Source: an optimization exercise on an open RTL-to-GDS flow (aim: small area and a short achievable clock period). Production flows keep margins and buffers that such runs may drop. In this exercise RTL edits were held to simulation tests only and were not proved equivalent to the original.

// fsm_multiplier
module fsm_multiplier (
    input wire clk,
    input wire k0,
    input wire k1,
    input wire [9:0] switches,
    output wire [6:0] disp0,
    output wire [6:0] disp1,
    output wire [6:0] disp2,
    output wire [6:0] disp3,
    output reg [9:0] leds
);
    localparam logic [1:0] IDLE = 2'd0, FIRST_NUM = 2'd1, NEXT_NUM = 2'd2, ERROR = 2'd3;
    logic [1:0] pr_state;
    logic prev_k0, prev_k1, k0pressed, k1pressed;
    logic [15:0] num;
    wire is_idle  = ~pr_state[1] & ~pr_state[0];
    wire is_first = ~pr_state[1] &  pr_state[0];
    wire is_next  =  pr_state[1] & ~pr_state[0];
    wire is_err   =  pr_state[1] &  pr_state[0];
    wire [15:0] r = num;
    wire over = r[15] | r[14] | (r[13] & (r[12] | r[11] | (r[10] & r[9] & r[8] & (r[7] | r[6] | r[5] | r[4]))));
    wire [15:0] prod;
    mul16 u_mul (.a(num[9:0]), .one(is_idle), .b(switches), .p(prod));
    always_ff @(posedge clk) begin
        k0pressed <= prev_k0 & ~k0;
        k1pressed <= prev_k1 & ~k1;
        prev_k0 <= k0;
        prev_k1 <= k1;
        if (k1pressed)                          pr_state <= IDLE;
        else if (is_idle & k0pressed)           pr_state <= FIRST_NUM;
        else if (is_first & k0pressed)          pr_state <= NEXT_NUM;
        else if (is_next & over)                pr_state <= ERROR;
        if (is_idle | (is_first & k0pressed)) num <= prod;
    end
    wire idle_or_err;
    xnor_cell u_led0 (.a(pr_state[1]), .b(pr_state[0]), .y(idle_or_err));
    always_comb begin
        leds[0] = idle_or_err;
        leds[1] = pr_state[0];
        leds[2] = pr_state[1];
        leds[9:3] = {7{is_err}};
    end
    wire sel_sw = ~pr_state[1];
    wire [15:0] x = ({16{is_next}} & num) | {9'd0, {7{sel_sw}} & switches[6:0]};
    wire [2:0] xs = {3{sel_sw}} & switches[9:7];
    wire [11:0] m;
    wire [3:0]  b;
  ...
==> flow/config.mk <==
export PLATFORM = sky130hd
export DESIGN_NAME = fsm_multiplier
export DESIGN_NICKNAME = fsm_multiplier
export VERILOG_FILES = /design/flow/design.v
export SDC_FILE = /design/flow/constraint.sdc
export NUM_CORES = 4
export LEC_CHECK = 0
export CAP_MARGIN = 20
export CORE_MARGIN = 2
export CORE_UTILIZATION = 65
export SLEW_MARGIN = 20
export SYNTH_HIERARCHICAL = 1
==> flow/constraint.sdc <==
create_clock -name core_clock -period 22.0 [get_ports {clk}]
set_input_delay 4.4000 -clock core_clock [delete_from_list [all_inputs] [get_ports {clk}]]
set_output_delay 4.4000 -clock core_clock [all_outputs]
set_load 0.01 [all_outputs]
standard.sh (not shown) runs the stock make flow with config.mk's settings and CLKGATE_MAP_FILE= SYNTH_SCRIPT=/design/flow/synth_recipe.tcl, a recipe that flattens the netlist after the stock synthesis.
==> flow/flow/run.sh <==
#!/bin/bash
set -euo pipefail
export BUFFER_PORTS_ARGS="-buffer_cell sky130_fd_sc_hd__buf_2"
export SETUP_SLACK_MARGIN=9.5
bash standard.sh > standard.log 2>&1
Then changed:
Settings changed: CORE_UTILIZATION 65 to 80, PLACE_DENSITY set to 0.9.
After rerunning: The new run finished with timing, DRC and antenna clean. Non-clock buffer count stays the same. Worst setup slack is worse by 0.069 ns. Routed wire length climbs by 7.0%. Register-to-register slack gets worse by 0.04 ns.

## the baseline
fsm_multiplier, a different RTL version from the one above (not shown whole).
For scale: about 5700 µm² of cells after synthesis.
==> flow/config.mk <==
export PLATFORM = sky130hd
export DESIGN_NAME = fsm_multiplier
export DESIGN_NICKNAME = fsm_multiplier
export VERILOG_FILES = /design/flow/design.v
export SDC_FILE = /design/flow/constraint.sdc
export NUM_CORES = 4
export LEC_CHECK = 0
export CAP_MARGIN = 20
export CORE_MARGIN = 2
export CORE_UTILIZATION = 65
export SLEW_MARGIN = 20
export SYNTH_HIERARCHICAL = 1
==> flow/constraint.sdc <==
create_clock -name core_clock -period 22.0 [get_ports {clk}]
set_input_delay 4.4000 -clock core_clock [delete_from_list [all_inputs] [get_ports {clk}]]
set_output_delay 4.4000 -clock core_clock [all_outputs]
set_load 0.01 [all_outputs]
run.sh (not shown) runs the stock make flow with config.mk's settings and CLKGATE_MAP_FILE= SYNTH_SCRIPT=/design/flow/synth_recipe.tcl, a recipe that flattens the netlist after the stock synthesis.
Stock flow here: none of the scripts above is used.
No stage failed in the baseline, and the final checks on the layout all came back clean.
The inputs of the candidate differ from those of the baseline as listed below.
==> flow/flow/run.sh (new file) <==
#!/bin/bash
# The standard layout (the standard.sh: ORFS synthesis and layout), except that the port
# buffers are buf_2 cells instead of the default choice.
set -euo pipefail
export BUFFER_PORTS_ARGS="-buffer_cell sky130_fd_sc_hd__buf_2"
bash standard.sh > standard.log 2>&1
==> flow/standard.sh (new file) <==
#!/bin/bash
# synth_recipe.tcl (not shown) runs the flow's synth.tcl, then flattens the netlist and writes it again
# the make line also repeats each setting of config.mk as NAME=value (left out here)
make -C /OpenROAD-flow-scripts/flow DESIGN_CONFIG=/design/flow/config.mk WORK_HOME=/design/flow/orfs CLKGATE_MAP_FILE= SYNTH_SCRIPT=/design/flow/synth_recipe.tcl "${@:-finish}"
removed: flow/run.sh
## What came out
- Comparing the baseline against the candidate, there is no change at all in total of clock buffers placed in the layout.
- Area overhead of the layout relative to synthesis in the candidate is 4.4 points lower than in the baseline
- Of the two values seen for master of the slowest instance on the critical path, o21ai_0 was produced by the candidate and clkdlybuf4s50_1 by the baseline.
- Final estimated routing congestion in global placement: lower on the candidate
- [compare] base=the baseline new=the candidate: number of search-and-repair iterations in the first detailed-routing pass saw a decrease; minimum setup slack in the final design rose by 1.09 ns; total wirelength of the detailed-routed design shows a reduction of about 1.1%.

## re-timing with driven ports
How much do the figures lean on ideal ports? The routed layouts below were timed once more, with nothing changed but the port constraints. Step 1 sets driving cells, clkbuf_16 on the clock port and buf_2 on the other inputs (assumed; they add their load-dependent delay and slew). Step 2 also shifts input and output timing later by t, the mid clock arrival at the registers, as if the neighbouring blocks saw the same clock. Slacks: ideal / step 1 / step 2; pairs: ideal / step 1.
| run | shift t [ns] | setup slack, ns | clock arrival spread, ns | cell pins on the clock port's net |
|---|---|---|---|---|
| the first run of note 1 | 0.291 | 9.829 / 9.805 / 9.805 | 0.010 / 0.010 | 1 |
| the second run of note 1 | 0.294 | 9.760 / 9.741 / 9.741 | 0.009 / 0.009 | 1 |
| the baseline | 0.289 | 8.036 / 8.014 / 8.014 | 0.011 / 0.011 | 1 |
| the candidate | 0.285 | 9.125 / 9.104 / 9.104 | 0.008 / 0.008 | 1 |
After both steps every run listed still meets setup and hold. For the first run of note 1, which loses most, drivers alone change the setup slack by -0.024 ns; drivers and shift together by -0.024 ns.
